This design comes from an exercise in tuning for small area and a short achievable clock period on the open sky130 flow, not from production work. RTL that was checked went through simulation tests only; none was proved equivalent to the original. No functional check of the RTL was part of run 2. No run shown here takes its clock network from TritonCTS; it comes from the design's own scripts or RTL. The clock port is modelled as an ideal driver, which makes a skipped or thinned clock tree look cheaper than it is; a real chip needs a root buffer or a tree. Power and IR drop assume default switching activity.

==> flow/design.v (outline; a module is shown in full before it is edited, if it fits) <==
// module FullAdd: 10 lines
// module HalfAdd: 9 lines
// module Sel3: 11 lines
// module Multiplier_32bit: 2079 lines
module Multiplier_32bit(
    input  logic        clk,
    input  logic        rst,
    input  logic [31:0] in0,   
    input  logic [31:0] in1,   
    output logic        done,
    output logic [63:0] result
);
  // ...
==> flow/flow/run.sh <==
#!/bin/bash
# The standard layout with two changes:
#  - the port buffers are plain buf_2 cells (BUFFER_PORTS_ARGS);
#  - after CTS, flow/clock_tree.tcl (ORFS's POST_CTS_TCL hook) replaces the
#    clock tree with a shallow two-level tree of inv_16 cells, and makes
#    the input ports' buffers buf_1.
# ORFS writes each step's log under orfs/logs; make's own output goes to
# standard_flow.log here.
set -euo pipefail
export BUFFER_PORTS_ARGS="-buffer_cell sky130_fd_sc_hd__buf_2"
export POST_CTS_TCL="$PWD/flow/clock_tree.tcl"
bash standard.sh > standard_flow.log 2>&1
==> flow/flow/clock_tree.tcl <==

proc ct_cluster {pts NX NY} {
  set n [llength $pts]
  set byx [lsort -real -index 1 $pts]
  set groups {}
  for {set cx 0} {$cx < $NX} {incr cx} {
    set a [expr {int(round(double($cx)*$n/$NX))}]
    set b [expr {int(round(double($cx+1)*$n/$NX))-1}]
    set col [lsort -real -index 2 [lrange $byx $a $b]]
    set m [llength $col]
    for {set cy 0} {$cy < $NY} {incr cy} {
      set a2 [expr {int(round(double($cy)*$m/$NY))}]
      set b2 [expr {int(round(double($cy+1)*$m/$NY))-1}]
      set g [lrange $col $a2 $b2]
      if {[llength $g]} { lappend groups $g }
    }
  }
  return $groups
}

proc ct_centroid {g} {
  set sx 0.0; set sy 0.0
  foreach p $g { set sx [expr {$sx + [lindex $p 1]}]; set sy [expr {$sy + [lindex $p 2]}] }
  return [list [expr {$sx/[llength $g]}] [expr {$sy/[llength $g]}]]
}

proc ct_out {inst} {
  set m [$inst getMaster]
  foreach mt [$m getMTerms] {
    if {[$mt getIoType] eq "OUTPUT"} { return [$mt getName] }
  }
}

proc ct_rebuild {NX NY MX MY leafcell rootcell} {
  set block [ord::get_db_block]
  set db [ord::get_db]
  set dbu [$block getDbUnitsPerMicron]
  set clknet [$block findNet clk]

  # collect the clock tree cells and the flip-flop clock pins below the port
  set tree_insts {}
  set tree_nets {}
  set sinks {}
  set todo [list $clknet]
  while {[llength $todo]} {
    set net [lindex $todo 0]
    set todo [lrange $todo 1 end]
    foreach it [$net getITerms] {
      if {![$it isInputSignal]} continue
      set inst [$it getInst]
      set master [$inst getMaster]
      if {[$master isSequential]} {
        lappend sinks $it
      } else {
        lappend tree_insts $inst
        foreach ot [$inst getITerms] {
          if {[$ot isOutputSignal] && [$ot getNet] ne "NULL"} {
            lappend tree_nets [$ot getNet]
            lappend todo [$ot getNet]
          }
        }
      }
    }
  }
  puts "clock tree: removing [llength $tree_insts] cells, [llength $tree_nets] nets; [llength $sinks] flip-flops"
  foreach it $sinks { $it disconnect }
  foreach inst $tree_insts { odb::dbInst_destroy $inst }
  foreach net $tree_nets { odb::dbNet_destroy $net }

  set pts {}
  foreach it $sinks {
    set b [[$it getInst] getBBox]
    lappend pts [list $it [expr {([$b xMin]+[$b xMax])/2.0/$dbu}] [expr {([$b yMin]+[$b yMax])/2.0/$dbu}]]
  }
  set leaves {}
  set i 0
  foreach g [ct_cluster $pts $NX $NY] {
    lassign [ct_centroid $g] cx cy
    set inst [odb::dbInst_create $block [$db findMaster $leafcell] "clktree_leaf_$i"]
    set net [odb::dbNet_create $block "clktree_leaf_net_$i"]
    $net setSigType CLOCK
    [$inst findITerm [ct_out $inst]] connect $net
    foreach p $g { [lindex $p 0] connect $net }
    $inst setLocation [expr {int($cx*$dbu)}] [expr {int($cy*$dbu)}]
    $inst setPlacementStatus PLACED
    lappend leaves [list $inst $cx $cy]
    puts "clock leaf $i: [llength $g] flip-flops at [format %.1f $cx] [format %.1f $cy]"
    incr i
  }
  set j 0
  foreach g [ct_cluster $leaves $MX $MY] {
    lassign [ct_centroid $g] cx cy
    set inst [odb::dbInst_create $block [$db findMaster $rootcell] "clktree_root_$j"]
    set net [odb::dbNet_create $block "clktree_root_net_$j"]
    $net setSigType CLOCK
    [$inst findITerm A] connect $clknet
    [$inst findITerm [ct_out $inst]] connect $net
    foreach p $g { [[lindex $p 0] findITerm A] connect $net }
    $inst setLocation [expr {int($cx*$dbu)}] [expr {int($cy*$dbu)}]
    $inst setPlacementStatus PLACED
    puts "clock root $j: [llength $g] leaves at [format %.1f $cx] [format %.1f $cy]"
    incr j
  }
}

ct_rebuild 3 4 2 2 sky130_fd_sc_hd__inv_16 sky130_fd_sc_hd__inv_16

# The input ports' buffers only feed flip-flops here, so the smallest buffer does.
set n_in 0
foreach bt [[ord::get_db_block] getBTerms] {
  if {[$bt getIoType] ne "INPUT" || [$bt getName] eq "clk"} continue
  foreach it [[$bt getNet] getITerms] {
    set inst [$it getInst]
    if {[[$inst getMaster] getName] eq "sky130_fd_sc_hd__buf_2"} {
      replace_cell [get_cells [$inst getName]] sky130_fd_sc_hd__buf_1
      incr n_in
    }
  }
}
puts "input port buffers made buf_1: $n_in"
detailed_placement
check_placement -verbose
estimate_parasitics -placement
report_clock_latency
==> flow/standard.sh <==
#!/bin/bash
# synth_recipe.tcl (not shown) runs the flow's synth.tcl, then flattens the netlist and writes it again
# the make line also repeats each setting of config.mk as NAME=value (left out here)
make -C /OpenROAD-flow-scripts/flow DESIGN_CONFIG=/design/flow/config.mk WORK_HOME=/design/flow/orfs CLKGATE_MAP_FILE= SYNTH_SCRIPT=/design/flow/synth_recipe.tcl "${@:-finish}"
==> flow/config.mk <==
export PLATFORM = sky130hd
export DESIGN_NAME = Multiplier_32bit
export DESIGN_NICKNAME = Multiplier_32bit
export VERILOG_FILES = /design/flow/design.v
export SDC_FILE = /design/flow/constraint.sdc
export NUM_CORES = 4
export LEC_CHECK = 0
export ABC_AREA = 1
export CAP_MARGIN = 20
export CORE_MARGIN = 2
export CORE_UTILIZATION = 60
export CTS_CLUSTER_DIAMETER = 80
export CTS_CLUSTER_SIZE = 25
export PLACE_DENSITY = 0.75
export SLEW_MARGIN = 20
export SYNTH_HIERARCHICAL = 1
==> flow/constraint.sdc <==
create_clock -name core_clock -period 28.0 [get_ports {clk}]
set_input_delay 5.6000 -clock core_clock [delete_from_list [all_inputs] [get_ports {clk}]]
set_output_delay 5.6000 -clock core_clock [all_outputs]
set_load 0.01 [all_outputs]
==> impl_metrics.env, run 1 <==
export IMPL_setup_worst_path_end_class="primary output"
export IMPL_io_pins=131
export IMPL_grtUsageMet3_pct=12.5
export IMPL_globalRouteMet1Util_pct=45.7
export IMPL_critPathMaxFanout=1
export IMPL_die_height_um=211
export IMPL_status="complete, no violations"
export IMPL_wl_met2_um=33500
export IMPL_startpoint="done_q[2]"
export IMPL_maxSlewViolCount=0
export IMPL_multi_input_area_share_pct=73.1
export IMPL_port_buffers=130
export IMPL_multi_input_area_um2=19700
export IMPL_rsz0062_at_grt="false"
export IMPL_critPathTopFamily="flip-flops"
export IMPL_hp_start="rl_q[8]"
export IMPL_combPwrFrac_pct=77.5
export IMPL_max_vdd_ir_drop_v=0.0000907
export IMPL_yosysMostFrequentCell="xor2_1"
export IMPL_synth_distinct_cells=37
export IMPL_yosys_area_share_simple_pct=3.74
export IMPL_routed_wl_um=78000
export IMPL_p_sw_share_pct=47.6
export IMPL_rows=75
export IMPL_hpwl_um=51700
export IMPL_hold_viol_final=0
export IMPL_grt_pass1_vias=22100
export IMPL_synthArstFlopShare_pct=1.28
export IMPL_synthToLayoutAreaGrowth_pct=4.89
export IMPL_drt_pass1_iterations=9
export IMPL_power_density_nw_per_um2=131
export IMPL_avgSynthCellArea_um2=10.2
export IMPL_area_dominant_class="multi-input combinational cells"
==> inputs of run 2 (changes only) <==
--- a/flow/design.v
+++ b/flow/design.v
@@ -1081,45 +1081,103 @@
     logic h987;
     logic k988;
     logic s989;
     logic c990;
     logic h991;
     logic k992;
     logic s993;
     logic c994;
-    logic h995;
-    logic k996;
-    logic s997;
-    logic c998;
-    logic h999;
-    logic k1000;
+    logic s995;
+    logic c996;
+    logic h997;
+    logic k998;
+    logic s999;
+    logic c1000;
     logic s1001;
     logic c1002;
     logic h1003;
     logic k1004;
     logic s1005;
     logic c1006;
-    logic h1007;
-    logic k1008;
-    logic s1009;
-    logic c1010;
+    logic s1007;
+    logic c1008;
+    logic h1009;
+    logic k1010;
     logic s1011;
     logic c1012;
-    logic h1013;
-    logic k1014;
-    logic s1015;
-    logic c1016;
+    logic s1013;
+    logic c1014;
+    logic h1015;
+    logic k1016;
     logic s1017;
     logic c1018;
     logic h1019;
     logic k1020;
     logic s1021;
     logic c1022;
-    logic i1023;
+    logic h1023;
+    logic k1024;
+    logic s1025;
+    logic c1026;
+    logic h1027;
+    logic k1028;
+    logic s1029;
+    logic c1030;
+    logic h1031;
+    logic k1032;
+    logic s1033;
+    logic c1034;
+    logic h1035;
+    logic k1036;
+    logic s1037;
+    logic c1038;
+    logic h1039;
+    logic k1040;
+    logic s1041;
+    logic c1042;
+    logic s1043;
+    logic c1044;
+    logic h1045;
+    logic k1046;
+    logic s1047;
+    logic c1048;
+    logic s1049;
+    logic c1050;
+    logic h1051;
+    logic k1052;
+    logic s1053;
+    logic c1054;
+    logic h1055;
+    logic k1056;
+    logic s1057;
+    logic c1058;
+    logic h1059;
+    logic k1060;
+    logic s1061;
+    logic c1062;
+    logic h1063;
+    logic k1064;
+    logic s1065;
+    logic c1066;
+    logic h1067;
+    logic k1068;
+    logic s1069;
+    logic c1070;
+    logic s1071;
+    logic c1072;
+    logic h1073;
+    logic k1074;
+    logic s1075;
+    logic c1076;
+    logic s1077;
+    logic c1078;
+    logic h1079;
+    logic k1080;
+    logic i1081;
     HalfAdd u_h1 (.a(pp0[24]), .b(pp1[22]), .s(h1), .co(k2));
     HalfAdd u_h3 (.a(pp0[25]), .b(pp1[23]), .s(h3), .co(k4));
     FullAdd u_s5 (.a(pp0[26]), .b(pp1[24]), .ci(pp2[22]), .s(s5), .co(c6));
     HalfAdd u_h7 (.a(pp3[20]), .b(pp4[18]), .s(h7), .co(k8));
     FullAdd u_s9 (.a(pp0[27]), .b(pp1[25]), .ci(pp2[23]), .s(s9), .co(c10));
     HalfAdd u_h11 (.a(pp3[21]), .b(pp4[19]), .s(h11), .co(k12));
     FullAdd u_s13 (.a(pp0[28]), .b(pp1[26]), .ci(pp2[24]), .s(s13), .co(c14));
     FullAdd u_s15 (.a(pp3[22]), .b(pp4[20]), .ci(pp5[18]), .s(s15), .co(c16));
@@ -1618,225 +1676,179 @@
     FullAdd u_s975 (.a(s852), .b(c851), .ci(k974), .s(s975), .co(c976));
     FullAdd u_s977 (.a(s854), .b(c853), .ci(c976), .s(s977), .co(c978));
     HalfAdd u_h979 (.a(s856), .b(c855), .s(h979), .co(k980));
     FullAdd u_s981 (.a(s858), .b(c857), .ci(k980), .s(s981), .co(c982));
     HalfAdd u_h983 (.a(s860), .b(c859), .s(h983), .co(k984));
     FullAdd u_s985 (.a(s862), .b(c861), .ci(k984), .s(s985), .co(c986));
     HalfAdd u_h987 (.a(s864), .b(c863), .s(h987), .co(k988));
     FullAdd u_s989 (.a(s866), .b(c865), .ci(k988), .s(s989), .co(c990));
-    HalfAdd u_h991 (.a(s926), .b(c925), .s(h991), .co(k992));
-    FullAdd u_s993 (.a(s928), .b(c927), .ci(k992), .s(s993), .co(c994));
-    HalfAdd u_h995 (.a(s930), .b(c929), .s(h995), .co(k996));
-    FullAdd u_s997 (.a(s932), .b(c931), .ci(k996), .s(s997), .co(c998));
-    HalfAdd u_h999 (.a(s934), .b(c933), .s(h999), .co(k1000));
-    FullAdd u_s1001 (.a(s936), .b(c935), .ci(k1000), .s(s1001), .co(c1002));
-    HalfAdd u_h1003 (.a(s938), .b(c937), .s(h1003), .co(k1004));
-    FullAdd u_s1005 (.a(s940), .b(c939), .ci(k1004), .s(s1005), .co(c1006));
-    HalfAdd u_h1007 (.a(s942), .b(c941), .s(h1007), .co(k1008));
-    FullAdd u_s1009 (.a(s944), .b(c943), .ci(k1008), .s(s1009), .co(c1010));
-    FullAdd u_s1011 (.a(s946), .b(c945), .ci(c1010), .s(s1011), .co(c1012));
-    HalfAdd u_h1013 (.a(s948), .b(c947), .s(h1013), .co(k1014));
-    FullAdd u_s1015 (.a(s950), .b(c949), .ci(k1014), .s(s1015), .co(c1016));
-    FullAdd u_s1017 (.a(s952), .b(c951), .ci(c1016), .s(s1017), .co(c1018));
-    HalfAdd u_h1019 (.a(i954), .b(c953), .s(h1019), .co(k1020));
-    FullAdd u_s1021 (.a(~pp15[32]), .b(pp15[31]), .ci(k1020), .s(s1021), .co(c1022));
-    assign i1023 = ~c1022;
+    HalfAdd u_h991 (.a(s868), .b(c867), .s(h991), .co(k992));
+    FullAdd u_s993 (.a(s870), .b(c869), .ci(k992), .s(s993), .co(c994));
+    FullAdd u_s995 (.a(s872), .b(c871), .ci(c994), .s(s995), .co(c996));
+    HalfAdd u_h997 (.a(s874), .b(c873), .s(h997), .co(k998));
+    FullAdd u_s999 (.a(s876), .b(c875), .ci(k998), .s(s999), .co(c1000));
+    FullAdd u_s1001 (.a(s878), .b(c877), .ci(c1000), .s(s1001), .co(c1002));
+    HalfAdd u_h1003 (.a(s880), .b(c879), .s(h1003), .co(k1004));
+    FullAdd u_s1005 (.a(s882), .b(c881), .ci(k1004), .s(s1005), .co(c1006));
+    FullAdd u_s1007 (.a(s884), .b(c883), .ci(c1006), .s(s1007), .co(c1008));
+    HalfAdd u_h1009 (.a(s886), .b(c885), .s(h1009), .co(k1010));
+    FullAdd u_s1011 (.a(s888), .b(c887), .ci(k1010), .s(s1011), .co(c1012));
+    FullAdd u_s1013 (.a(s890), .b(c889), .ci(c1012), .s(s1013), .co(c1014));
+    HalfAdd u_h1015 (.a(s892), .b(c891), .s(h1015), .co(k1016));
+    FullAdd u_s1017 (.a(s894), .b(c893), .ci(k1016), .s(s1017), .co(c1018));
+    HalfAdd u_h1019 (.a(s896), .b(c895), .s(h1019), .co(k1020));
+    FullAdd u_s1021 (.a(s898), .b(c897), .ci(k1020), .s(s1021), .co(c1022));
+    HalfAdd u_h1023 (.a(s900), .b(c899), .s(h1023), .co(k1024));
+    FullAdd u_s1025 (.a(s902), .b(c901), .ci(k1024), .s(s1025), .co(c1026));
+    HalfAdd u_h1027 (.a(s904), .b(c903), .s(h1027), .co(k1028));
+    FullAdd u_s1029 (.a(s906), .b(c905), .ci(k1028), .s(s1029), .co(c1030));
+    HalfAdd u_h1031 (.a(s908), .b(c907), .s(h1031), .co(k1032));
+    FullAdd u_s1033 (.a(s910), .b(c909), .ci(k1032), .s(s1033), .co(c1034));
+    HalfAdd u_h1035 (.a(s912), .b(c911), .s(h1035), .co(k1036));
+    FullAdd u_s1037 (.a(s914), .b(c913), .ci(k1036), .s(s1037), .co(c1038));
+    HalfAdd u_h1039 (.a(s916), .b(c915), .s(h1039), .co(k1040));
+    FullAdd u_s1041 (.a(s918), .b(c917), .ci(k1040), .s(s1041), .co(c1042));
+    FullAdd u_s1043 (.a(s920), .b(c919), .ci(c1042), .s(s1043), .co(c1044));
+    HalfAdd u_h1045 (.a(s922), .b(c921), .s(h1045), .co(k1046));
+    FullAdd u_s1047 (.a(s924), .b(c923), .ci(k1046), .s(s1047), .co(c1048));
+    FullAdd u_s1049 (.a(s926), .b(c925), .ci(c1048), .s(s1049), .co(c1050));
+    HalfAdd u_h1051 (.a(s928), .b(c927), .s(h1051), .co(k1052));
+    FullAdd u_s1053 (.a(s930), .b(c929), .ci(k1052), .s(s1053), .co(c1054));
+    HalfAdd u_h1055 (.a(s932), .b(c931), .s(h1055), .co(k1056));
+    FullAdd u_s1057 (.a(s934), .b(c933), .ci(k1056), .s(s1057), .co(c1058));
+    HalfAdd u_h1059 (.a(s936), .b(c935), .s(h1059), .co(k1060));
+    FullAdd u_s1061 (.a(s938), .b(c937), .ci(k1060), .s(s1061), .co(c1062));
+    HalfAdd u_h1063 (.a(s940), .b(c939), .s(h1063), .co(k1064));
+    FullAdd u_s1065 (.a(s942), .b(c941), .ci(k1064), .s(s1065), .co(c1066));
+    HalfAdd u_h1067 (.a(s944), .b(c943), .s(h1067), .co(k1068));
+    FullAdd u_s1069 (.a(s946), .b(c945), .ci(k1068), .s(s1069), .co(c1070));
+    FullAdd u_s1071 (.a(s948), .b(c947), .ci(c1070), .s(s1071), .co(c1072));
+    HalfAdd u_h1073 (.a(s950), .b(c949), .s(h1073), .co(k1074));
+    FullAdd u_s1075 (.a(s952), .b(c951), .ci(k1074), .s(s1075), .co(c1076));
+    FullAdd u_s1077 (.a(i954), .b(c953), .ci(c1076), .s(s1077), .co(c1078));
+    HalfAdd u_h1079 (.a(~pp15[32]), .b(pp15[31]), .s(h1079), .co(k1080));
+    assign i1081 = ~k1080;
     logic [63:0] ra_q, rb_q;
     logic [8:0] rl_q;
     logic [0:0] rc_q;
-    logic [63:0] rs_q, rk_q;
+    logic [63:0] rs_q, rk_q, rm_q, rn_q;
     always_ff @(posedge clk) begin
         rs_q[9] <= h973;
         rs_q[10] <= s975;
         rs_q[11] <= s977;
         rk_q[12] <= c978;
         rs_q[12] <= h979;
         rs_q[13] <= s981;
         rk_q[14] <= c982;
         rs_q[14] <= h983;
         rs_q[15] <= s985;
         rk_q[16] <= c986;
         rs_q[16] <= h987;
         rs_q[17] <= s989;
         rk_q[18] <= c990;
-        ra_q[18] <= s868;
-        rb_q[18] <= c867;
-        ra_q[19] <= s870;
-        rb_q[19] <= c869;
-        ra_q[20] <= s872;
-        rb_q[20] <= c871;
-        ra_q[21] <= s874;
-        rb_q[21] <= c873;
-        ra_q[22] <= s876;
-        rb_q[22] <= c875;
-        ra_q[23] <= s878;
-        rb_q[23] <= c877;
-        ra_q[24] <= s880;
-        rb_q[24] <= c879;
-        ra_q[25] <= s882;
-        rb_q[25] <= c881;
-        ra_q[26] <= s884;
-        rb_q[26] <= c883;
-        ra_q[27] <= s886;
-        rb_q[27] <= c885;
-        ra_q[28] <= s888;
-        rb_q[28] <= c887;
-        ra_q[29] <= s890;
-        rb_q[29] <= c889;
-        ra_q[30] <= s892;
-        rb_q[30] <= c891;
-        ra_q[31] <= s894;
-        rb_q[31] <= c893;
-        ra_q[32] <= s896;
-        rb_q[32] <= c895;
-        ra_q[33] <= s898;
-        rb_q[33] <= c897;
-        ra_q[34] <= s900;
-        rb_q[34] <= c899;
-        ra_q[35] <= s902;
-        rb_q[35] <= c901;
-        ra_q[36] <= s904;
-        rb_q[36] <= c903;
-        ra_q[37] <= s906;
-        rb_q[37] <= c905;
-        ra_q[38] <= s908;
-        rb_q[38] <= c907;
-        ra_q[39] <= s910;
-        rb_q[39] <= c909;
-        ra_q[40] <= s912;
-        rb_q[40] <= c911;
-        ra_q[41] <= s914;
-        rb_q[41] <= c913;
-        ra_q[42] <= s916;
-        rb_q[42] <= c915;
-        ra_q[43] <= s918;
-        rb_q[43] <= c917;
-        ra_q[44] <= s920;
-        rb_q[44] <= c919;
-        ra_q[45] <= s922;
-        rb_q[45] <= c921;
-        ra_q[46] <= s924;
-        rb_q[46] <= c923;
-        rs_q[47] <= h991;
-        rs_q[48] <= s993;
-        rk_q[49] <= c994;
-        rs_q[49] <= h995;
-        rs_q[50] <= s997;
-        rk_q[51] <= c998;
-        rs_q[51] <= h999;
-        rs_q[52] <= s1001;
-        rk_q[53] <= c1002;
-        rs_q[53] <= h1003;
-        rs_q[54] <= s1005;
-        rk_q[55] <= c1006;
-        rs_q[55] <= h1007;
-        rs_q[56] <= s1009;
-        rs_q[57] <= s1011;
-        rk_q[58] <= c1012;
-        rs_q[58] <= h1013;
-        rs_q[59] <= s1015;
-        rs_q[60] <= s1017;
-        rk_q[61] <= c1018;
-        rs_q[61] <= h1019;
-        rs_q[62] <= s1021;
-        rs_q[63] <= i1023;
+        rm_q[18] <= h991;
+        rm_q[19] <= s993;
+        rm_q[20] <= s995;
+        rn_q[21] <= c996;
+        rm_q[21] <= h997;
+        rm_q[22] <= s999;
+        rm_q[23] <= s1001;
+        rn_q[24] <= c1002;
+        rm_q[24] <= h1003;
+        rm_q[25] <= s1005;
+        rm_q[26] <= s1007;
+        rn_q[27] <= c1008;
+        rm_q[27] <= h1009;
+        rm_q[28] <= s1011;
+        rm_q[29] <= s1013;
+        rn_q[30] <= c1014;
+        rm_q[30] <= h1015;
+        rm_q[31] <= s1017;
+        rn_q[32] <= c1018;
+        rm_q[32] <= h1019;
+        rm_q[33] <= s1021;
+        rn_q[34] <= c1022;
+        rm_q[34] <= h1023;
+        rm_q[35] <= s1025;
+        rn_q[36] <= c1026;
+        rm_q[36] <= h1027;
+        rm_q[37] <= s1029;
+        rn_q[38] <= c1030;
+        rm_q[38] <= h1031;
+        rm_q[39] <= s1033;
+        rn_q[40] <= c1034;
+        rm_q[40] <= h1035;
+        rm_q[41] <= s1037;
+        rn_q[42] <= c1038;
+        rm_q[42] <= h1039;
+        rm_q[43] <= s1041;
+        rm_q[44] <= s1043;
+        rn_q[45] <= c1044;
+        rm_q[45] <= h1045;
+        rm_q[46] <= s1047;
+        rm_q[47] <= s1049;
+        rn_q[48] <= c1050;
+        rs_q[48] <= h1051;
+        rs_q[49] <= s1053;
+        rk_q[50] <= c1054;
+        rs_q[50] <= h1055;
+        rs_q[51] <= s1057;
+        rk_q[52] <= c1058;
+        rs_q[52] <= h1059;
+        rs_q[53] <= s1061;
+        rk_q[54] <= c1062;
+        rs_q[54] <= h1063;
+        rs_q[55] <= s1065;
+        rk_q[56] <= c1066;
+        rs_q[56] <= h1067;
+        rs_q[57] <= s1069;
+        rs_q[58] <= s1071;
+        rk_q[59] <= c1072;
+        rs_q[59] <= h1073;
+        rs_q[60] <= s1075;
+        rs_q[61] <= s1077;
+        rk_q[62] <= c1078;
+        rs_q[62] <= h1079;
+        rs_q[63] <= i1081;
         rl_q[0] <= h955;
         rl_q[1] <= h957;
         rl_q[2] <= s959;
         rl_q[3] <= s961;
         rl_q[4] <= s963;
         rl_q[5] <= s965;
         rl_q[6] <= s967;
         rl_q[7] <= s969;
         rl_q[8] <= s971;
         rc_q[0] <= c972;
     end
-    logic fa1024;
-    logic fa1025;
-    logic fa1026;
-    logic fa1027;
-    logic fp1028;
-    logic fg1029;
-    logic fp1030;
-    logic fg1031;
-    logic fp1032;
-    logic fg1033;
-    logic fp1034;
-    logic fg1035;
-    logic fp1036;
-    logic fg1037;
-    logic fp1038;
-    logic fg1039;
-    logic fp1040;
-    logic fg1041;
-    logic fp1042;
-    logic fg1043;
-    logic fp1044;
-    logic fg1045;
-    logic fp1046;
-    logic fg1047;
-    logic fp1048;
-    logic fg1049;
-    logic fp1050;
-    logic fg1051;
-    logic fp1052;
-    logic fg1053;
-    logic fp1054;
-    logic fg1055;
-    logic fp1056;
-    logic fg1057;
-    logic fp1058;
-    logic fg1059;
-    logic fp1060;
-    logic fg1061;
-    logic fp1062;
-    logic fg1063;
-    logic fp1064;
-    logic fg1065;
-    logic fp1066;
-    logic fg1067;
-    logic fp1068;
-    logic fg1069;
-    logic fp1070;
-    logic fg1071;
-    logic fp1072;
-    logic fg1073;
-    logic fp1074;
-    logic fg1075;
-    logic fp1076;
-    logic fg1077;
-    logic fp1078;
-    logic fg1079;
-    logic fp1080;
-    logic fg1081;
-    logic fp1082;
-    logic fg1083;
-    logic fp1084;
-    logic fg1085;
+    logic fa1082;
+    logic fa1083;
+    logic fa1084;
+    logic fa1085;
     logic fa1086;
     logic fa1087;
     logic fa1088;
     logic fa1089;
     logic fa1090;
     logic fa1091;
     logic fa1092;
-    logic fg1093;
-    logic fg1094;
-    logic fq1095;
-    logic fg1096;
-    logic fq1097;
-    logic fg1098;
-    logic fq1099;
-    logic fg1100;
-    logic fq1101;
-    logic fg1102;
-    logic fq1103;
-    logic fg1104;
-    logic fq1105;
+    logic fa1093;
+    logic fa1094;
+    logic fa1095;
+    logic fa1096;
+    logic fa1097;
+    logic fa1098;
+    logic fa1099;
+    logic fa1100;
+    logic fa1101;
+    logic fa1102;
+    logic fa1103;
+    logic fa1104;
+    logic fg1105;
     logic fg1106;
     logic fq1107;
     logic fg1108;
     logic fq1109;
     logic fg1110;
     logic fq1111;
     logic fg1112;
     logic fq1113;
@@ -1850,260 +1862,195 @@
     logic fq1121;
     logic fg1122;
     logic fq1123;
     logic fg1124;
     logic fq1125;
     logic fg1126;
     logic fq1127;
     logic fg1128;
-    logic fq1129;
-    logic fg1130;
-    logic fq1131;
-    logic fg1132;
+    logic fg1129;
+    logic fq1130;
+    logic fg1131;
+    logic fq1132;
     logic fg1133;
     logic fq1134;
     logic fg1135;
     logic fq1136;
     logic fg1137;
     logic fq1138;
     logic fg1139;
-    logic fq1140;
-    logic fg1141;
-    logic fq1142;
-    logic fg1143;
-    logic fq1144;
+    logic fg1140;
+    logic fq1141;
+    logic fg1142;
+    logic fq1143;
+    logic fg1144;
     logic fg1145;
-    logic fq1146;
+    logic fg1146;
     logic fg1147;
-    logic fq1148;
+    logic fg1148;
     logic fg1149;
-    logic fq1150;
+    logic fg1150;
     logic fg1151;
     logic fg1152;
-    logic fq1153;
+    logic fg1153;
     logic fg1154;
-    logic fq1155;
+    logic fg1155;
     logic fg1156;
-    logic fq1157;
+    logic fg1157;
     logic fg1158;
-    logic fq1159;
+    logic fg1159;
     logic fg1160;
     logic fg1161;
-    logic fq1162;
+    logic fg1162;
     logic fg1163;
-    logic fg1164;
-    logic fg1165;
-    logic fg1166;
-    logic fg1167;
-    logic fg1168;
-    logic fg1169;
-    logic fg1170;
-    logic fg1171;
-    logic fg1172;
-    logic fg1173;
-    logic fg1174;
-    logic fg1175;
-    logic fg1176;
-    logic fg1177;
-    logic fg1178;
-    logic fg1179;
-    logic fg1180;
-    logic fg1181;
-    logic fg1182;
-    logic fg1183;
-    logic fg1184;
-    logic fg1185;
-    logic fg1186;
-    logic fg1187;
-    logic fg1188;
-    logic fg1189;
-    logic fg1190;
-    logic fg1191;
-    logic fg1192;
-    logic fg1193;
-    logic fg1194;
-    logic fg1195;
-    logic fg1196;
-    logic fg1197;
-    logic fg1198;
-    logic ft1199;
-    logic ft1200;
-    logic ft1201;
-    logic ft1202;
-    logic ft1203;
-    logic ft1204;
-    logic ft1205;
-    logic ft1206;
-    logic ft1207;
-    logic ft1208;
-    logic ft1209;
-    logic ft1210;
-    logic ft1211;
-    logic ft1212;
-    logic ft1213;
-    assign fa1024 = rs_q[9] & rs_q[10] & rs_q[11];
-    assign fa1025 = rs_q[12] & rs_q[13];
-    assign fa1026 = rs_q[14] & rs_q[15];
-    assign fa1027 = rs_q[16] & rs_q[17];
-    HalfAdd u_fp1028 (.a(ra_q[18]), .b(rb_q[18]), .s(fp1028), .co(fg1029));
-    HalfAdd u_fp1030 (.a(ra_q[19]), .b(rb_q[19]), .s(fp1030), .co(fg1031));
-    HalfAdd u_fp1032 (.a(ra_q[20]), .b(rb_q[20]), .s(fp1032), .co(fg1033));
-    HalfAdd u_fp1034 (.a(ra_q[21]), .b(rb_q[21]), .s(fp1034), .co(fg1035));
-    HalfAdd u_fp1036 (.a(ra_q[22]), .b(rb_q[22]), .s(fp1036), .co(fg1037));
-    HalfAdd u_fp1038 (.a(ra_q[23]), .b(rb_q[23]), .s(fp1038), .co(fg1039));
-    HalfAdd u_fp1040 (.a(ra_q[24]), .b(rb_q[24]), .s(fp1040), .co(fg1041));
-    HalfAdd u_fp1042 (.a(ra_q[25]), .b(rb_q[25]), .s(fp1042), .co(fg1043));
-    HalfAdd u_fp1044 (.a(ra_q[26]), .b(rb_q[26]), .s(fp1044), .co(fg1045));
-    HalfAdd u_fp1046 (.a(ra_q[27]), .b(rb_q[27]), .s(fp1046), .co(fg1047));
-    HalfAdd u_fp1048 (.a(ra_q[28]), .b(rb_q[28]), .s(fp1048), .co(fg1049));
-    HalfAdd u_fp1050 (.a(ra_q[29]), .b(rb_q[29]), .s(fp1050), .co(fg1051));
-    HalfAdd u_fp1052 (.a(ra_q[30]), .b(rb_q[30]), .s(fp1052), .co(fg1053));
-    HalfAdd u_fp1054 (.a(ra_q[31]), .b(rb_q[31]), .s(fp1054), .co(fg1055));
-    HalfAdd u_fp1056 (.a(ra_q[32]), .b(rb_q[32]), .s(fp1056), .co(fg1057));
-    HalfAdd u_fp1058 (.a(ra_q[33]), .b(rb_q[33]), .s(fp1058), .co(fg1059));
-    HalfAdd u_fp1060 (.a(ra_q[34]), .b(rb_q[34]), .s(fp1060), .co(fg1061));
-    HalfAdd u_fp1062 (.a(ra_q[35]), .b(rb_q[35]), .s(fp1062), .co(fg1063));
-    HalfAdd u_fp1064 (.a(ra_q[36]), .b(rb_q[36]), .s(fp1064), .co(fg1065));
-    HalfAdd u_fp1066 (.a(ra_q[37]), .b(rb_q[37]), .s(fp1066), .co(fg1067));
-    HalfAdd u_fp1068 (.a(ra_q[38]), .b(rb_q[38]), .s(fp1068), .co(fg1069));
-    HalfAdd u_fp1070 (.a(ra_q[39]), .b(rb_q[39]), .s(fp1070), .co(fg1071));
-    HalfAdd u_fp1072 (.a(ra_q[40]), .b(rb_q[40]), .s(fp1072), .co(fg1073));
-    HalfAdd u_fp1074 (.a(ra_q[41]), .b(rb_q[41]), .s(fp1074), .co(fg1075));
-    HalfAdd u_fp1076 (.a(ra_q[42]), .b(rb_q[42]), .s(fp1076), .co(fg1077));
-    HalfAdd u_fp1078 (.a(ra_q[43]), .b(rb_q[43]), .s(fp1078), .co(fg1079));
-    HalfAdd u_fp1080 (.a(ra_q[44]), .b(rb_q[44]), .s(fp1080), .co(fg1081));
-    HalfAdd u_fp1082 (.a(ra_q[45]), .b(rb_q[45]), .s(fp1082), .co(fg1083));
-    HalfAdd u_fp1084 (.a(ra_q[46]), .b(rb_q[46]), .s(fp1084), .co(fg1085));
-    assign fa1086 = rs_q[47] & rs_q[48];
-    assign fa1087 = rs_q[49] & rs_q[50];
-    assign fa1088 = rs_q[51] & rs_q[52];
-    assign fa1089 = rs_q[53] & rs_q[54];
-    assign fa1090 = rs_q[55] & rs_q[56] & rs_q[57];
-    assign fa1091 = rs_q[58] & rs_q[59] & rs_q[60];
-    assign fa1092 = rs_q[61] & rs_q[62] & rs_q[63];
-    assign fg1093 = rk_q[12] | (fa1024 & rc_q[0]);
-    assign fg1094 = rk_q[16] | (fa1026 & rk_q[14]);
-    assign fq1095 = fa1026 & fa1025;
-    assign fg1096 = fg1029 | (fp1028 & rk_q[18]);
-    assign fq1097 = fp1028 & fa1027;
-    assign fg1098 = fg1033 | (fp1032 & fg1031);
-    assign fq1099 = fp1032 & fp1030;
-    assign fg1100 = fg1037 | (fp1036 & fg1035);
-    assign fq1101 = fp1036 & fp1034;
-    assign fg1102 = fg1041 | (fp1040 & fg1039);
-    assign fq1103 = fp1040 & fp1038;
-    assign fg1104 = fg1045 | (fp1044 & fg1043);
-    assign fq1105 = fp1044 & fp1042;
-    assign fg1106 = fg1049 | (fp1048 & fg1047);
-    assign fq1107 = fp1048 & fp1046;
-    assign fg1108 = fg1053 | (fp1052 & fg1051);
-    assign fq1109 = fp1052 & fp1050;
-    assign fg1110 = fg1057 | (fp1056 & fg1055);
-    assign fq1111 = fp1056 & fp1054;
-    assign fg1112 = fg1061 | (fp1060 & fg1059);
-    assign fq1113 = fp1060 & fp1058;
-    assign fg1114 = fg1065 | (fp1064 & fg1063);
-    assign fq1115 = fp1064 & fp1062;
-    assign fg1116 = fg1069 | (fp1068 & fg1067);
-    assign fq1117 = fp1068 & fp1066;
-    assign fg1118 = fg1073 | (fp1072 & fg1071);
-    assign fq1119 = fp1072 & fp1070;
-    assign fg1120 = fg1077 | (fp1076 & fg1075);
-    assign fq1121 = fp1076 & fp1074;
-    assign fg1122 = fg1081 | (fp1080 & fg1079);
-    assign fq1123 = fp1080 & fp1078;
-    assign fg1124 = fg1085 | (fp1084 & fg1083);
-    assign fq1125 = fp1084 & fp1082;
-    assign fg1126 = rk_q[51] | (fa1087 & rk_q[49]);
-    assign fq1127 = fa1087 & fa1086;
-    assign fg1128 = rk_q[55] | (fa1089 & rk_q[53]);
-    assign fq1129 = fa1089 & fa1088;
-    assign fg1130 = rk_q[61] | (fa1091 & rk_q[58]);
-    assign fq1131 = fa1091 & fa1090;
-    assign fg1132 = fg1094 | (fq1095 & fg1093);
-    assign fg1133 = fg1098 | (fq1099 & fg1096);
-    assign fq1134 = fq1099 & fq1097;
-    assign fg1135 = fg1102 | (fq1103 & fg1100);
-    assign fq1136 = fq1103 & fq1101;
-    assign fg1137 = fg1106 | (fq1107 & fg1104);
-    assign fq1138 = fq1107 & fq1105;
-    assign fg1139 = fg1110 | (fq1111 & fg1108);
-    assign fq1140 = fq1111 & fq1109;
-    assign fg1141 = fg1114 | (fq1115 & fg1112);
-    assign fq1142 = fq1115 & fq1113;
-    assign fg1143 = fg1118 | (fq1119 & fg1116);
-    assign fq1144 = fq1119 & fq1117;
-    assign fg1145 = fg1122 | (fq1123 & fg1120);
-    assign fq1146 = fq1123 & fq1121;
-    assign fg1147 = fg1126 | (fq1127 & fg1124);
-    assign fq1148 = fq1127 & fq1125;
-    assign fg1149 = fg1130 | (fq1131 & fg1128);
-    assign fq1150 = fq1131 & fq1129;
-    assign fg1151 = fg1133 | (fq1134 & fg1132);
-    assign fg1152 = fg1137 | (fq1138 & fg1135);
-    assign fq1153 = fq1138 & fq1136;
-    assign fg1154 = fg1141 | (fq1142 & fg1139);
-    assign fq1155 = fq1142 & fq1140;
-    assign fg1156 = fg1145 | (fq1146 & fg1143);
-    assign fq1157 = fq1146 & fq1144;
-    assign fg1158 = fg1149 | (fq1150 & fg1147);
-    assign fq1159 = fq1150 & fq1148;
-    assign fg1160 = fg1152 | (fq1153 & fg1151);
-    assign fg1161 = fg1156 | (fq1157 & fg1154);
-    assign fq1162 = fq1157 & fq1155;
-    assign fg1163 = fg1161 | (fq1162 & fg1160);
-    assign fg1164 = fg1154 | (fq1155 & fg1160);
-    assign fg1165 = fg1158 | (fq1159 & fg1163);
-    assign fg1166 = fg1135 | (fq1136 & fg1151);
-    assign fg1167 = fg1139 | (fq1140 & fg1160);
-    assign fg1168 = fg1143 | (fq1144 & fg1164);
-    assign fg1169 = fg1147 | (fq1148 & fg1163);
-    assign fg1170 = fg1096 | (fq1097 & fg1132);
-    assign fg1171 = fg1100 | (fq1101 & fg1151);
-    assign fg1172 = fg1104 | (fq1105 & fg1166);
-    assign fg1173 = fg1108 | (fq1109 & fg1160);
-    assign fg1174 = fg1112 | (fq1113 & fg1167);
-    assign fg1175 = fg1116 | (fq1117 & fg1164);
-    assign fg1176 = fg1120 | (fq1121 & fg1168);
-    assign fg1177 = fg1124 | (fq1125 & fg1163);
-    assign fg1178 = fg1128 | (fq1129 & fg1169);
-    assign fg1179 = rk_q[14] | (fa1025 & fg1093);
-    assign fg1180 = rk_q[18] | (fa1027 & fg1132);
-    assign fg1181 = fg1031 | (fp1030 & fg1170);
-    assign fg1182 = fg1035 | (fp1034 & fg1151);
-    assign fg1183 = fg1039 | (fp1038 & fg1171);
-    assign fg1184 = fg1043 | (fp1042 & fg1166);
-    assign fg1185 = fg1047 | (fp1046 & fg1172);
-    assign fg1186 = fg1051 | (fp1050 & fg1160);
-    assign fg1187 = fg1055 | (fp1054 & fg1173);
-    assign fg1188 = fg1059 | (fp1058 & fg1167);
-    assign fg1189 = fg1063 | (fp1062 & fg1174);
-    assign fg1190 = fg1067 | (fp1066 & fg1164);
-    assign fg1191 = fg1071 | (fp1070 & fg1175);
-    assign fg1192 = fg1075 | (fp1074 & fg1168);
-    assign fg1193 = fg1079 | (fp1078 & fg1176);
-    assign fg1194 = fg1083 | (fp1082 & fg1163);
-    assign fg1195 = rk_q[49] | (fa1086 & fg1177);
-    assign fg1196 = rk_q[53] | (fa1088 & fg1169);
-    assign fg1197 = rk_q[58] | (fa1090 & fg1178);
-    assign fg1198 = fa1092 & fg1165;
-    assign ft1199 = rc_q[0] & rs_q[9];
-    assign ft1200 = ft1199 & rs_q[10];
-    assign ft1201 = fg1093 & rs_q[12];
-    assign ft1202 = fg1179 & rs_q[14];
-    assign ft1203 = fg1132 & rs_q[16];
-    assign ft1204 = fg1177 & rs_q[47];
-    assign ft1205 = fg1195 & rs_q[49];
-    assign ft1206 = fg1169 & rs_q[51];
-    assign ft1207 = fg1196 & rs_q[53];
-    assign ft1208 = fg1178 & rs_q[55];
-    assign ft1209 = ft1208 & rs_q[56];
-    assign ft1210 = fg1197 & rs_q[58];
-    assign ft1211 = ft1210 & rs_q[59];
-    assign ft1212 = fg1165 & rs_q[61];
-    assign ft1213 = ft1212 & rs_q[62];
+    logic ft1164;
+    logic ft1165;
+    logic ft1166;
+    logic ft1167;
+    logic ft1168;
+    logic ft1169;
+    logic ft1170;
+    logic ft1171;
+    logic ft1172;
+    logic ft1173;
+    logic ft1174;
+    logic ft1175;
+    logic ft1176;
+    logic ft1177;
+    logic ft1178;
+    logic ft1179;
+    logic ft1180;
+    logic ft1181;
+    logic ft1182;
+    logic ft1183;
+    logic ft1184;
+    logic ft1185;
+    logic ft1186;
+    logic ft1187;
+    logic ft1188;
+    logic ft1189;
+    logic ft1190;
+    logic ft1191;
+    logic ft1192;
+    logic ft1193;
+    logic ft1194;
+    logic ft1195;
+    assign fa1082 = rs_q[9] & rs_q[10] & rs_q[11];
+    assign fa1083 = rs_q[12] & rs_q[13];
+    assign fa1084 = rs_q[14] & rs_q[15];
+    assign fa1085 = rs_q[16] & rs_q[17];
+    assign fa1086 = rm_q[18] & rm_q[19] & rm_q[20];
+    assign fa1087 = rm_q[21] & rm_q[22] & rm_q[23];
+    assign fa1088 = rm_q[24] & rm_q[25] & rm_q[26];
+    assign fa1089 = rm_q[27] & rm_q[28] & rm_q[29];
+    assign fa1090 = rm_q[30] & rm_q[31];
+    assign fa1091 = rm_q[32] & rm_q[33];
+    assign fa1092 = rm_q[34] & rm_q[35];
+    assign fa1093 = rm_q[36] & rm_q[37];
+    assign fa1094 = rm_q[38] & rm_q[39];
+    assign fa1095 = rm_q[40] & rm_q[41];
+    assign fa1096 = rm_q[42] & rm_q[43] & rm_q[44];
+    assign fa1097 = rm_q[45] & rm_q[46] & rm_q[47];
+    assign fa1098 = rs_q[48] & rs_q[49];
+    assign fa1099 = rs_q[50] & rs_q[51];
+    assign fa1100 = rs_q[52] & rs_q[53];
+    assign fa1101 = rs_q[54] & rs_q[55];
+    assign fa1102 = rs_q[56] & rs_q[57] & rs_q[58];
+    assign fa1103 = rs_q[59] & rs_q[60] & rs_q[61];
+    assign fa1104 = rs_q[62] & rs_q[63];
+    assign fg1105 = rk_q[12] | (fa1082 & rc_q[0]);
+    assign fg1106 = rk_q[16] | (fa1084 & rk_q[14]);
+    assign fq1107 = fa1084 & fa1083;
+    assign fg1108 = rn_q[21] | (fa1086 & rk_q[18]);
+    assign fq1109 = fa1086 & fa1085;
+    assign fg1110 = rn_q[27] | (fa1088 & rn_q[24]);
+    assign fq1111 = fa1088 & fa1087;
+    assign fg1112 = rn_q[32] | (fa1090 & rn_q[30]);
+    assign fq1113 = fa1090 & fa1089;
+    assign fg1114 = rn_q[36] | (fa1092 & rn_q[34]);
+    assign fq1115 = fa1092 & fa1091;
+    assign fg1116 = rn_q[40] | (fa1094 & rn_q[38]);
+    assign fq1117 = fa1094 & fa1093;
+    assign fg1118 = rn_q[45] | (fa1096 & rn_q[42]);
+    assign fq1119 = fa1096 & fa1095;
+    assign fg1120 = rk_q[50] | (fa1098 & rn_q[48]);
+    assign fq1121 = fa1098 & fa1097;
+    assign fg1122 = rk_q[54] | (fa1100 & rk_q[52]);
+    assign fq1123 = fa1100 & fa1099;
+    assign fg1124 = rk_q[59] | (fa1102 & rk_q[56]);
+    assign fq1125 = fa1102 & fa1101;
+    assign fg1126 = fa1104 & rk_q[62];
+    assign fq1127 = fa1104 & fa1103;
+    assign fg1128 = fg1106 | (fq1107 & fg1105);
+    assign fg1129 = fg1110 | (fq1111 & fg1108);
+    assign fq1130 = fq1111 & fq1109;
+    assign fg1131 = fg1114 | (fq1115 & fg1112);
+    assign fq1132 = fq1115 & fq1113;
+    assign fg1133 = fg1118 | (fq1119 & fg1116);
+    assign fq1134 = fq1119 & fq1117;
+    assign fg1135 = fg1122 | (fq1123 & fg1120);
+    assign fq1136 = fq1123 & fq1121;
+    assign fg1137 = fg1126 | (fq1127 & fg1124);
+    assign fq1138 = fq1127 & fq1125;
+    assign fg1139 = fg1129 | (fq1130 & fg1128);
+    assign fg1140 = fg1133 | (fq1134 & fg1131);
+    assign fq1141 = fq1134 & fq1132;
+    assign fg1142 = fg1137 | (fq1138 & fg1135);
+    assign fq1143 = fq1138 & fq1136;
+    assign fg1144 = fg1140 | (fq1141 & fg1139);
+    assign fg1145 = fg1142 | (fq1143 & fg1144);
+    assign fg1146 = fg1131 | (fq1132 & fg1139);
+    assign fg1147 = fg1135 | (fq1136 & fg1144);
+    assign fg1148 = fg1108 | (fq1109 & fg1128);
+    assign fg1149 = fg1112 | (fq1113 & fg1139);
+    assign fg1150 = fg1116 | (fq1117 & fg1146);
+    assign fg1151 = fg1120 | (fq1121 & fg1144);
+    assign fg1152 = fg1124 | (fq1125 & fg1147);
+    assign fg1153 = rk_q[14] | (fa1083 & fg1105);
+    assign fg1154 = rk_q[18] | (fa1085 & fg1128);
+    assign fg1155 = rn_q[24] | (fa1087 & fg1148);
+    assign fg1156 = rn_q[30] | (fa1089 & fg1139);
+    assign fg1157 = rn_q[34] | (fa1091 & fg1149);
+    assign fg1158 = rn_q[38] | (fa1093 & fg1146);
+    assign fg1159 = rn_q[42] | (fa1095 & fg1150);
+    assign fg1160 = rn_q[48] | (fa1097 & fg1144);
+    assign fg1161 = rk_q[52] | (fa1099 & fg1151);
+    assign fg1162 = rk_q[56] | (fa1101 & fg1147);
+    assign fg1163 = rk_q[62] | (fa1103 & fg1152);
+    assign ft1164 = rc_q[0] & rs_q[9];
+    assign ft1165 = ft1164 & rs_q[10];
+    assign ft1166 = fg1105 & rs_q[12];
+    assign ft1167 = fg1153 & rs_q[14];
+    assign ft1168 = fg1128 & rs_q[16];
+    assign ft1169 = fg1154 & rm_q[18];
+    assign ft1170 = ft1169 & rm_q[19];
+    assign ft1171 = fg1148 & rm_q[21];
+    assign ft1172 = ft1171 & rm_q[22];
+    assign ft1173 = fg1155 & rm_q[24];
+    assign ft1174 = ft1173 & rm_q[25];
+    assign ft1175 = fg1139 & rm_q[27];
+    assign ft1176 = ft1175 & rm_q[28];
+    assign ft1177 = fg1156 & rm_q[30];
+    assign ft1178 = fg1149 & rm_q[32];
+    assign ft1179 = fg1157 & rm_q[34];
+    assign ft1180 = fg1146 & rm_q[36];
+    assign ft1181 = fg1158 & rm_q[38];
+    assign ft1182 = fg1150 & rm_q[40];
+    assign ft1183 = fg1159 & rm_q[42];
+    assign ft1184 = ft1183 & rm_q[43];
+    assign ft1185 = fg1144 & rm_q[45];
+    assign ft1186 = ft1185 & rm_q[46];
+    assign ft1187 = fg1160 & rs_q[48];
+    assign ft1188 = fg1151 & rs_q[50];
+    assign ft1189 = fg1161 & rs_q[52];
+    assign ft1190 = fg1147 & rs_q[54];
+    assign ft1191 = fg1162 & rs_q[56];
+    assign ft1192 = ft1191 & rs_q[57];
+    assign ft1193 = fg1152 & rs_q[59];
+    assign ft1194 = ft1193 & rs_q[60];
+    assign ft1195 = fg1163 & rs_q[62];
     logic [63:0] sum;
-    assign sum = {(rs_q[63] ^ ft1213), (rs_q[62] ^ ft1212), (rs_q[61] ^ fg1165), (rs_q[60] ^ ft1211), (rs_q[59] ^ ft1210), (rs_q[58] ^ fg1197), (rs_q[57] ^ ft1209), (rs_q[56] ^ ft1208), (rs_q[55] ^ fg1178), (rs_q[54] ^ ft1207), (rs_q[53] ^ fg1196), (rs_q[52] ^ ft1206), (rs_q[51] ^ fg1169), (rs_q[50] ^ ft1205), (rs_q[49] ^ fg1195), (rs_q[48] ^ ft1204), (rs_q[47] ^ fg1177), (fp1084 ^ fg1194), (fp1082 ^ fg1163), (fp1080 ^ fg1193), (fp1078 ^ fg1176), (fp1076 ^ fg1192), (fp1074 ^ fg1168), (fp1072 ^ fg1191), (fp1070 ^ fg1175), (fp1068 ^ fg1190), (fp1066 ^ fg1164), (fp1064 ^ fg1189), (fp1062 ^ fg1174), (fp1060 ^ fg1188), (fp1058 ^ fg1167), (fp1056 ^ fg1187), (fp1054 ^ fg1173), (fp1052 ^ fg1186), (fp1050 ^ fg1160), (fp1048 ^ fg1185), (fp1046 ^ fg1172), (fp1044 ^ fg1184), (fp1042 ^ fg1166), (fp1040 ^ fg1183), (fp1038 ^ fg1171), (fp1036 ^ fg1182), (fp1034 ^ fg1151), (fp1032 ^ fg1181), (fp1030 ^ fg1170), (fp1028 ^ fg1180), (rs_q[17] ^ ft1203), (rs_q[16] ^ fg1132), (rs_q[15] ^ ft1202), (rs_q[14] ^ fg1179), (rs_q[13] ^ ft1201), (rs_q[12] ^ fg1093), (rs_q[11] ^ ft1200), (rs_q[10] ^ ft1199), (rs_q[9] ^ rc_q[0]), rl_q[8], rl_q[7], rl_q[6], rl_q[5], rl_q[4], rl_q[3], rl_q[2], rl_q[1], rl_q[0]};
+    assign sum = {(rs_q[63] ^ ft1195), (rs_q[62] ^ fg1163), (rs_q[61] ^ ft1194), (rs_q[60] ^ ft1193), (rs_q[59] ^ fg1152), (rs_q[58] ^ ft1192), (rs_q[57] ^ ft1191), (rs_q[56] ^ fg1162), (rs_q[55] ^ ft1190), (rs_q[54] ^ fg1147), (rs_q[53] ^ ft1189), (rs_q[52] ^ fg1161), (rs_q[51] ^ ft1188), (rs_q[50] ^ fg1151), (rs_q[49] ^ ft1187), (rs_q[48] ^ fg1160), (rm_q[47] ^ ft1186), (rm_q[46] ^ ft1185), (rm_q[45] ^ fg1144), (rm_q[44] ^ ft1184), (rm_q[43] ^ ft1183), (rm_q[42] ^ fg1159), (rm_q[41] ^ ft1182), (rm_q[40] ^ fg1150), (rm_q[39] ^ ft1181), (rm_q[38] ^ fg1158), (rm_q[37] ^ ft1180), (rm_q[36] ^ fg1146), (rm_q[35] ^ ft1179), (rm_q[34] ^ fg1157), (rm_q[33] ^ ft1178), (rm_q[32] ^ fg1149), (rm_q[31] ^ ft1177), (rm_q[30] ^ fg1156), (rm_q[29] ^ ft1176), (rm_q[28] ^ ft1175), (rm_q[27] ^ fg1139), (rm_q[26] ^ ft1174), (rm_q[25] ^ ft1173), (rm_q[24] ^ fg1155), (rm_q[23] ^ ft1172), (rm_q[22] ^ ft1171), (rm_q[21] ^ fg1148), (rm_q[20] ^ ft1170), (rm_q[19] ^ ft1169), (rm_q[18] ^ fg1154), (rs_q[17] ^ ft1168), (rs_q[16] ^ fg1128), (rs_q[15] ^ ft1167), (rs_q[14] ^ fg1153), (rs_q[13] ^ ft1166), (rs_q[12] ^ fg1105), (rs_q[11] ^ ft1165), (rs_q[10] ^ ft1164), (rs_q[9] ^ rc_q[0]), rl_q[8], rl_q[7], rl_q[6], rl_q[5], rl_q[4], rl_q[3], rl_q[2], rl_q[1], rl_q[0]};
     logic [63:0] p_q;
     always_ff @(posedge clk) p_q <= sum;
     assign result = p_q;
 endmodule
==> flow/flow/run.sh (replaced) <==
#!/bin/bash
# The standard layout with two changes:
#  - the port buffers are plain buf_2 cells (BUFFER_PORTS_ARGS);
#  - after CTS, flow/clock_tree.tcl (ORFS's POST_CTS_TCL hook) replaces the
#    clock tree with a shallow two-level tree of inv_16 cells (the rm_q/rn_q
#    registers get a later clock through a delay chain), and makes
#    the input ports' buffers buf_1.
# ORFS writes each step's log under orfs/logs; make's own output goes to
# standard_flow.log here.
set -euo pipefail
export BUFFER_PORTS_ARGS="-buffer_cell sky130_fd_sc_hd__buf_2"
export POST_CTS_TCL="$PWD/flow/clock_tree.tcl"
bash standard.sh > standard_flow.log 2>&1
==> flow/flow/clock_tree.tcl (replaced) <==

proc ct_cluster {pts NX NY} {
  set n [llength $pts]
  set byx [lsort -real -index 1 $pts]
  set groups {}
  for {set cx 0} {$cx < $NX} {incr cx} {
    set a [expr {int(round(double($cx)*$n/$NX))}]
    set b [expr {int(round(double($cx+1)*$n/$NX))-1}]
    set col [lsort -real -index 2 [lrange $byx $a $b]]
    set m [llength $col]
    for {set cy 0} {$cy < $NY} {incr cy} {
      set a2 [expr {int(round(double($cy)*$m/$NY))}]
      set b2 [expr {int(round(double($cy+1)*$m/$NY))-1}]
      set g [lrange $col $a2 $b2]
      if {[llength $g]} { lappend groups $g }
    }
  }
  return $groups
}

proc ct_centroid {g} {
  set sx 0.0; set sy 0.0
  foreach p $g { set sx [expr {$sx + [lindex $p 1]}]; set sy [expr {$sy + [lindex $p 2]}] }
  return [list [expr {$sx/[llength $g]}] [expr {$sy/[llength $g]}]]
}

proc ct_out {inst} {
  foreach mt [[$inst getMaster] getMTerms] {
    if {[$mt getIoType] eq "OUTPUT"} { return [$mt getName] }
  }
}

proc ct_in {inst} {
  foreach mt [[$inst getMaster] getMTerms] {
    if {[$mt getIoType] eq "INPUT"} { return [$mt getName] }
  }
}

proc ct_place {inst x y} {
  set dbu [[ord::get_db_block] getDbUnitsPerMicron]
  $inst setLocation [expr {int($x*$dbu)}] [expr {int($y*$dbu)}]
  $inst setPlacementStatus PLACED
}

# make leaf inverters for the clusters of pts; returns {inst x y} per leaf
proc ct_leaves {pts NX NY leafcell prefix} {
  set block [ord::get_db_block]
  set db [ord::get_db]
  set leaves {}
  set i 0
  foreach g [ct_cluster $pts $NX $NY] {
    lassign [ct_centroid $g] cx cy
    set inst [odb::dbInst_create $block [$db findMaster $leafcell] "${prefix}_$i"]
    set net [odb::dbNet_create $block "${prefix}_net_$i"]
    $net setSigType CLOCK
    [$inst findITerm [ct_out $inst]] connect $net
    foreach p $g { [lindex $p 0] connect $net }
    ct_place $inst $cx $cy
    lappend leaves [list $inst $cx $cy]
    puts "clock $prefix $i: [llength $g] flip-flops at [format %.1f $cx] [format %.1f $cy]"
    incr i
  }
  return $leaves
}

proc ct_rebuild {NX NY MX MY LNX LNY leafcell rootcell dlycells} {
  set block [ord::get_db_block]
  set db [ord::get_db]
  set dbu [$block getDbUnitsPerMicron]
  set clknet [$block findNet clk]

  # collect the clock tree cells and the flip-flop clock pins below the port
  set tree_insts {}
  set tree_nets {}
  set sinks {}
  set todo [list $clknet]
  while {[llength $todo]} {
    set net [lindex $todo 0]
    set todo [lrange $todo 1 end]
    foreach it [$net getITerms] {
      if {![$it isInputSignal]} continue
      set inst [$it getInst]
      if {[[$inst getMaster] isSequential]} {
        lappend sinks $it
      } else {
        lappend tree_insts $inst
        foreach ot [$inst getITerms] {
          if {[$ot isOutputSignal] && [$ot getNet] ne "NULL"} {
            lappend tree_nets [$ot getNet]
            lappend todo [$ot getNet]
          }
        }
      }
    }
  }
  puts "clock tree: removing [llength $tree_insts] cells, [llength $tree_nets] nets; [llength $sinks] flip-flops"
  foreach it $sinks { $it disconnect }
  foreach inst $tree_insts { odb::dbInst_destroy $inst }
  foreach net $tree_nets { odb::dbNet_destroy $net }

  set pts {}
  set late {}
  foreach it $sinks {
    set inst [$it getInst]
    set b [$inst getBBox]
    set p [list $it [expr {([$b xMin]+[$b xMax])/2.0/$dbu}] [expr {([$b yMin]+[$b yMax])/2.0/$dbu}]]
    if {[string match {rm_q*} [$inst getName]] || [string match {rn_q*} [$inst getName]]} {
      lappend late $p
    } else {
      lappend pts $p
    }
  }
  puts "clock tree: [llength $pts] flip-flops on time, [llength $late] late"
  set leaves [ct_leaves $pts $NX $NY $leafcell clktree_leaf]
  set lleaves {}
  if {[llength $late]} { set lleaves [ct_leaves $late $LNX $LNY $leafcell clktree_late] }

  set roots {}
  set j 0
  foreach g [ct_cluster $leaves $MX $MY] {
    lassign [ct_centroid $g] cx cy
    set inst [odb::dbInst_create $block [$db findMaster $rootcell] "clktree_root_$j"]
    set net [odb::dbNet_create $block "clktree_root_net_$j"]
    $net setSigType CLOCK
    [$inst findITerm [ct_in $inst]] connect $clknet
    [$inst findITerm [ct_out $inst]] connect $net
    foreach p $g { [[lindex $p 0] findITerm [ct_in [lindex $p 0]]] connect $net }
    ct_place $inst $cx $cy
    lappend roots [list $net $cx $cy]
    puts "clock root $j: [llength $g] leaves at [format %.1f $cx] [format %.1f $cy]"
    incr j
  }

  # late leaves: nearest root -> delay chain -> leaf
  set k 0
  foreach lf $lleaves {
    lassign $lf linst lx ly
    set best ""; set bd 1e18
    foreach r $roots {
      lassign $r rnet rx ry
      set d [expr {abs($rx-$lx) + abs($ry-$ly)}]
      if {$d < $bd} { set bd $d; set best $r }
    }
    lassign $best rnet rx ry
    set prev $rnet
    set m 0
    foreach dc $dlycells {
      set dinst [odb::dbInst_create $block [$db findMaster $dc] "clktree_dly_${k}_$m"]
      set dnet [odb::dbNet_create $block "clktree_dly_net_${k}_$m"]
      $dnet setSigType CLOCK
      [$dinst findITerm [ct_in $dinst]] connect $prev
      [$dinst findITerm [ct_out $dinst]] connect $dnet
      ct_place $dinst $lx $ly
      set prev $dnet
      incr m
    }
    [$linst findITerm [ct_in $linst]] connect $prev
    incr k
  }
}

ct_rebuild 3 4 2 2 2 2 sky130_fd_sc_hd__inv_16 sky130_fd_sc_hd__inv_16 {sky130_fd_sc_hd__clkdlybuf4s50_1 sky130_fd_sc_hd__clkdlybuf4s50_1}

# The input ports' buffers only feed flip-flops here, so the smallest buffer does.
set n_in 0
foreach bt [[ord::get_db_block] getBTerms] {
  if {[$bt getIoType] ne "INPUT" || [$bt getName] eq "clk"} continue
  foreach it [[$bt getNet] getITerms] {
    set inst [$it getInst]
    if {[[$inst getMaster] getName] eq "sky130_fd_sc_hd__buf_2"} {
      replace_cell [get_cells [$inst getName]] sky130_fd_sc_hd__buf_1
      incr n_in
    }
  }
}
puts "input port buffers made buf_1: $n_in"
detailed_placement
check_placement -verbose
estimate_parasitics -placement
report_clock_latency
==> impl_metrics.env, run 2 <==
export IMPL_drt_iter0_markers=2718
export IMPL_drt_pass1_iterations=8
export IMPL_ff2ff_path_depth=13
export IMPL_largest_registers="p_q x64, a_q x32, b_q x32"
export IMPL_max_stage_delay_ns=0.36
export IMPL_critPathMaxFanout=1
export IMPL_antenna_cells=0
export IMPL_coreArea_um2=41900
export IMPL_synth_seq_cells=218
export IMPL_drc=0
export IMPL_fmax_mhz=160
export IMPL_syn_instance_count=2471
export IMPL_fin_crit_sh_pct=22.3
export IMPL_io_pins=131
export IMPL_crit_type="reg -> out"
export IMPL_hold_ws_ns=0.291
export IMPL_synth_area_leader_cell="fa_1"
export IMPL_finalSetupTns_ns=0
export IMPL_die_w_um=210
export IMPL_instances_no_fill=2983
export IMPL_antenna_found_initial=1
export IMPL_grt_pass1_vias=21400
export IMPL_synthArstFlopShare_pct=1.38
export IMPL_synthFlopType="dfxtp_1"
export IMPL_path_depth=1
export IMPL_finalSetupViolations=0
export IMPL_nFillCells=3349
export IMPL_design_area_um2=26700
export IMPL_critPathTopFamily="flip-flops"
export IMPL_place_area_um2=26300
export IMPL_r2r_start="b_q[19]"
export IMPL_place_congestion=1.02
export IMPL_largest_reg_flops=64
export IMPL_syn_area_um2=25400
export IMPL_yosysSeqAreaShare_pct=17.2
export IMPL_dp_cells=2955
export IMPL_nNetsFinal=3081
export IMPL_crit_chain="buf_2"
export IMPL_drive_gt1_share_pct=8.59
export IMPL_layout_commonest_cell="xor2_1"
export IMPL_layout_common_cells="xor2_1, o22ai_1, fa_1, dfxtp_1, nand2_1"
export IMPL_port_buffers=130
export IMPL_hold_path_depth=0
export IMPL_setup_worst_path_end_class="primary output"
export IMPL_critPathRequiredTime_ns=22.40
export IMPL_startpoint="done_q[2]"
export IMPL_synthTopCellsByArea="fa_1, xor2_1, dfxtp_1"
export IMPL_leakage_nw=11.2
export IMPL_hold_class="reg -> reg"
export IMPL_yosys_top_cells_count="xor2_1, o22ai_1, fa_1, dfxtp_1, clkbuf_1"
export IMPL_multi_input_area_um2=19600
export IMPL_synth_distinct_cells=33
export IMPL_cts_sinks=218
export IMPL_avgSynthCellArea_um2=10.3
export IMPL_via_count=20400
export IMPL_hold_viol_final=0
export IMPL_die_area_um2=44000
export IMPL_drv_cap=0
export IMPL_largest_register="p_q"
export IMPL_relSlewSlack_pct=27.1
export IMPL_synthesis_nets=3106
export IMPL_worstSetupStartpointType="flop"
export IMPL_finalCriticalPeriod_ns=6.25
export IMPL_path_buf_inv=1
export IMPL_wl_per_cell_um=26.5
export IMPL_worst_pin_slew_ns=1.09
export IMPL_drtAntennaViolNets=0
export IMPL_clock_skew_ns=1.17
export IMPL_grt_max_degree=64
export IMPL_post_route_util_pct=63.9
export IMPL_maxSlewViolCount=0
export IMPL_yosys_warnings=7
export IMPL_grt_use_total_pct=36.5
export IMPL_clk_pin_slew_ns=0.06
export IMPL_gr_total_overflow=0
export IMPL_max_vdd_ir_drop_v=0.000133
export IMPL_rsz0062_at_grt="false"
export IMPL_cp_slowest_cell="dfrtp_1"
export IMPL_synthToLayoutAreaGrowth_pct=5.14
export IMPL_worstSkewPairLatency_ns=1.29
export IMPL_worstReg2RegEnd="rs_q[49]"
export IMPL_yosys_area_top_type_share_pct=36.5
export IMPL_cp_arrival_ns=0.65
export IMPL_power_density_nw_per_um2=168
export IMPL_cp_endpoint="done"
export IMPL_r2r_setup_slack_ns=22.39
export IMPL_yosysMostFrequentCell="xor2_1"
export IMPL_grt_pass1_wl_um=123000
export IMPL_rows=75
export IMPL_vias_per_cell=6.85
export IMPL_die_height_um=210
export IMPL_initial_core_util_pct=60.7
export IMPL_synth_edf_count=0
export IMPL_routed_wl_um=79100
export IMPL_hpwl_um=55000
export IMPL_layout_area_seq_um2=4400
export IMPL_status="complete, no violations"
## run 2: per-stage QoR
stage          worst slack [ns]  power [mW]
3_5_place_dp              21.48        4.28
2_1_floorplan             22.02        3.18
3_3_place_gp              21.63        4.03
6_report                  21.75        4.50
5_1_grt                   21.73        5.10
## run 2: cells by family after synthesis
logic type / count (synthesis) / synth area share (%)
AOI/OAI and AO/OA: 588 / 14.1
other: 1 / 0.0148
adders and majority gates: 569 / 41.7
DFF: 218 / 17.2
buffers and inverters: 372 / 5.99
xor gates and xnor gates: 504 / 17.4
and+or+nand+nor: 219 / 3.58
## run 2: worst min path at each step
stage,from,end
6_report,rl_q[1],p_q[1]
5_1_grt,b_q[19],rm_q[21]
3_5_place_dp,rl_q[1],p_q[1]
3_3_place_gp,rl_q[6],p_q[6]
2_1_floorplan,rl_q[0],p_q[0]
## run 2: area by class of cell
type | count | share of cell area [%]
timing repair buffer | 205 | 4.24
inverter | 132 | 3.07
multi-input combinational | 1881 | 73.4
buffer | 8 | 0.300
sequential | 218 | 16.5
tap | 539 | 2.52
## run 2: worst register-to-register path: cells and delay by family (launching register included)
kind	cells	cell delay, ns
AO/OA/AOI/OAI	2	0.59
XOR/XNOR	1	0.17
adder cells (fa/ha/maj)	7	3.10
buffers and inverters	3	1.10
flip-flops	1	0.50
## run 2: Yosys stat by module, one instance, submodules excluded
module,cells inside,copies in the design,cell area [um2],flip-flops and latches
Multiplier_32bit,1944,1,15400,218
FullAdd,1,463,20.0,0
HalfAdd,1,64,12.5,0
## run 2: per-layer routing
layer	vias to the layer above	global-route usage, %	routed length (um)
met5	-	0	0
met4	0	20.8	4950
met1	10100	47.0	28200
met3	398	9.91	10600
met2	1707	55.9	35300
li1	8253	-	-
## run 2: power breakdown
group	switching [mW]	internal [mW]
Combinational	1.96	1.68
Clock	0.173	0.0672
Sequential	0.0557	0.564

separate check: timing with driven ports:
The results above use ideal ports. As a check the final layouts listed here were re-extracted and re-timed, cells and wires unchanged. Step 1 assumes that a clkbuf_16 drives the clock port and a buf_2 every other input. Step 2, shift: input delay + t, output delay - t, t = (earliest + latest rising clock arrival at the registers) / 2. This alone moves slack from input paths to output paths. a / b / c = no drivers / after step 1 / after step 2; a / b = the first two.
run | t, ns | setup WS [ns] | clock arrival spread, ns
run 1 | 0.372 | 21.781 / 21.546 / 21.918 | 0.033 / 0.034
run 2 | 0.923 | 21.753 / 21.529 / 21.558 | 1.172 / 1.174
Clock arrivals are far apart in run 2, so t is only a midpoint there and step 2 fits no single register. The setup slack of run 2, which loses most, moves by -0.224 ns with the drivers and by -0.195 ns with both steps.
